This is an optimization exercise on Yosys and OpenROAD, whose aim is small area, a short achievable clock period and few clock cycles, not a production implementation. In this exercise RTL edits were held to simulation tests only and were not proved equivalent to the original. Power and IR drop assume default switching activity.

==> flow/design.v (excerpt) <==
module adder(
    input clk,
    input reset,
    input [31:0] a,
    input [31:0] b,
    input available,
    input [4:0] exception_f,
    output [31:0] sum,
    output done
    );
    wire [7:0] ae = a[30:23];
    wire [7:0] be = b[30:23];
    wire [7:0] ep = ~(ae ^ be);
    wire [7:0] eg = ae & ~be;
    wire eg0 = eg[1] | (ep[1] & eg[0]);
    wire ep0 = ep[1] & ep[0];
    wire eg1 = eg[2] | (ep[2] & eg[1]);
    wire ep1 = ep[2] & ep[1];
    wire eg2 = eg[3] | (ep[3] & eg[2]);
    wire ep2 = ep[3] & ep[2];
    wire eg3 = eg[4] | (ep[4] & eg[3]);
    wire ep3 = ep[4] & ep[3];
    wire eg4 = eg[5] | (ep[5] & eg[4]);
    wire ep4 = ep[5] & ep[4];
    wire eg5 = eg[6] | (ep[6] & eg[5]);
    wire ep5 = ep[6] & ep[5];
    wire eg6 = eg[7] | (ep[7] & eg[6]);
    wire ep6 = ep[7] & ep[6];
    wire eg7 = eg1 | (ep1 & eg[0]);
    wire ep7 = ep1 & ep[0];
    wire eg8 = eg2 | (ep2 & eg0);
    wire ep8 = ep2 & ep0;
    wire eg9 = eg3 | (ep3 & eg1);
    wire ep9 = ep3 & ep1;
    wire eg10 = eg4 | (ep4 & eg2);
    wire ep10 = ep4 & ep2;
    wire eg11 = eg5 | (ep5 & eg3);
    wire ep11 = ep5 & ep3;
    wire eg12 = eg6 | (ep6 & eg4);
    wire ep12 = ep6 & ep4;
    wire eg13 = eg9 | (ep9 & eg[0]);
    wire ep13 = ep9 & ep[0];
    wire eg14 = eg10 | (ep10 & eg0);
    wire ep14 = ep10 & ep0;
    wire eg15 = eg11 | (ep11 & eg7);
    wire ep15 = ep11 & ep7;
    wire eg16 = eg12 | (ep12 & eg8);
    wire ep16 = ep12 & ep8;
    wire co = eg16;
    wire [7:0] d;
    assign d[0] = ~ep[0];
    assign d[1] = co ? (ep[1] ^ (eg[0] | ep[0])) : ~(ep[1] ^ eg[0]);
    assign d[2] = co ? (ep[2] ^ (eg0 | ep0)) : ~(ep[2] ^ eg0);
    assign d[3] = co ? (ep[3] ^ (eg7 | ep7)) : ~(ep[3] ^ eg7);
    assign d[4] = co ? (ep[4] ^ (eg8 | ep8)) : ~(ep[4] ^ eg8);
    assign d[5] = co ? (ep[5] ^ (eg13 | ep13)) : ~(ep[5] ^ eg13);
    assign d[6] = co ? (ep[6] ^ (eg14 | ep14)) : ~(ep[6] ^ eg14);
    assign d[7] = co ? (ep[7] ^ (eg15 | ep15)) : ~(ep[7] ^ eg15);
    wire swap = ~co;
    wire [22:0] ma = swap ? b[22:0] : a[22:0];
  ...
Size: ~49 flip-flops, about 110 I/O pins, ~0.0050 mm^2 of cells after synthesis.
export LEC_CHECK = 0
export CAP_MARGIN = 20
export CORE_MARGIN = 2
export CORE_UTILIZATION = 40
export CTS_BUF_LIST = sky130_fd_sc_hd__clkbuf_4 sky130_fd_sc_hd__clkbuf_8
export SLEW_MARGIN = 20
create_clock -name core_clock -period 4.0 [get_ports {clk}]
standard.sh (not shown) runs the stock make flow with config.mk's settings and CLKGATE_MAP_FILE= SYNTH_SCRIPT=/design/flow/synth_recipe.tcl, a recipe that flattens the netlist after the stock synthesis.
==> flow/flow/run.sh <==
#!/bin/bash
# Standard layout, with the I/O port buffers made from a plain buffer cell
# instead of the delay cell the resizer picks by default.
export BUFFER_PORTS_ARGS="-buffer_cell sky130_fd_sc_hd__buf_1"
bash standard.sh > standard.log 2>&1
Testbench counts at the start, summed over its fixed seeds: cycles 6,392.
Rerun with:
==> flow/flow/run.sh (replaced) <==
#!/bin/bash
# Standard layout with two changes:
#  - the I/O port buffers are a plain buffer cell instead of the delay cell
#    the resizer picks by default;
#  - synthesis is standard.sh's, except that ABC maps the logic with
#    flow/abc.script (registers are untouched by ABC).
set -e
export BUFFER_PORTS_ARGS="-buffer_cell sky130_fd_sc_hd__buf_1"
export FLOW_ABC_SCRIPT=$PWD/flow/abc.script
sed "s#SYNTH_SCRIPT=[^ ]*#SYNTH_SCRIPT=$PWD/flow/synth_wrap.tcl#" standard.sh > own_synth.sh
bash own_synth.sh synth > synth.log 2>&1
bash standard.sh > standard.log 2>&1
==> flow/flow/abc.script (new file) <==
strash
dch -f
map -a
topo
stime -c
buffer -c
upsize -c
dnsize -c
==> flow/flow/synth_wrap.tcl (new file) <==
# synth_recipe.tcl with one change: ABC maps with the script named by
# FLOW_ABC_SCRIPT (flow/abc.script) instead of the flow default.
proc synth {args} { yosys synth -nofsm -noshare {*}$args }
# run ABC with the script named by FLOW_ABC_SCRIPT instead of the flow's own
proc abc {args} {
  set i [lsearch -exact $args -script]
  if {$i >= 0 && [info exists ::env(FLOW_ABC_SCRIPT)]} {
    set args [lreplace $args [expr {$i + 1}] [expr {$i + 1}] $::env(FLOW_ABC_SCRIPT)]
  }
  yosys abc {*}$args
}
source $::env(SCRIPTS_DIR)/synth.tcl
# left out here: clear keep_hierarchy, flatten, clean up, hide names made inside functions, write 1_2_yosys.v
Outcome: Count of clock-buffer cells in the layout is unchanged; worst setup slack improved by 0.0038 ns; final area goes down by about 3%; core utilization goes up by 1.8 points; global-route usage goes up by 0.49 points; clock power is about the same; wire length goes down by about 1.3%; final cell count goes up by 17%.

## static timing again, ports no longer ideal
How much do the figures lean on ideal ports? The routed layouts below were timed once more, with nothing changed but the port constraints. Step 1 sets driving cells, clkbuf_16 on the clock port and buf_2 on the other inputs (assumed; they add their load-dependent delay and slew). Step 2 also shifts input and output timing later by t, the mid clock arrival at the registers, as if the neighbouring blocks saw the same clock. Three values: ideal ports, drivers, drivers and shift; two values: the first two.
| run | t (ns) | setup slack, ns | worst setup path after step 2 | slew at the worst register clock pin (ns) | pins driven straight from the clock port |
|---|---|---|---|---|---|
| the first run | 0.328 | 0.169 / 0.135 / 0.031 | input to register | 0.09 / 0.09 | 1 |
| the second run | 0.319 | 0.173 / 0.144 / -0.074 | input to register | 0.09 / 0.09 | 1 |
Met with ideal ports but missed after step 2: setup timing in the second run. The setup slack of the second run, which loses most, moves by -0.029 ns with the drivers and by -0.247 ns with both steps.
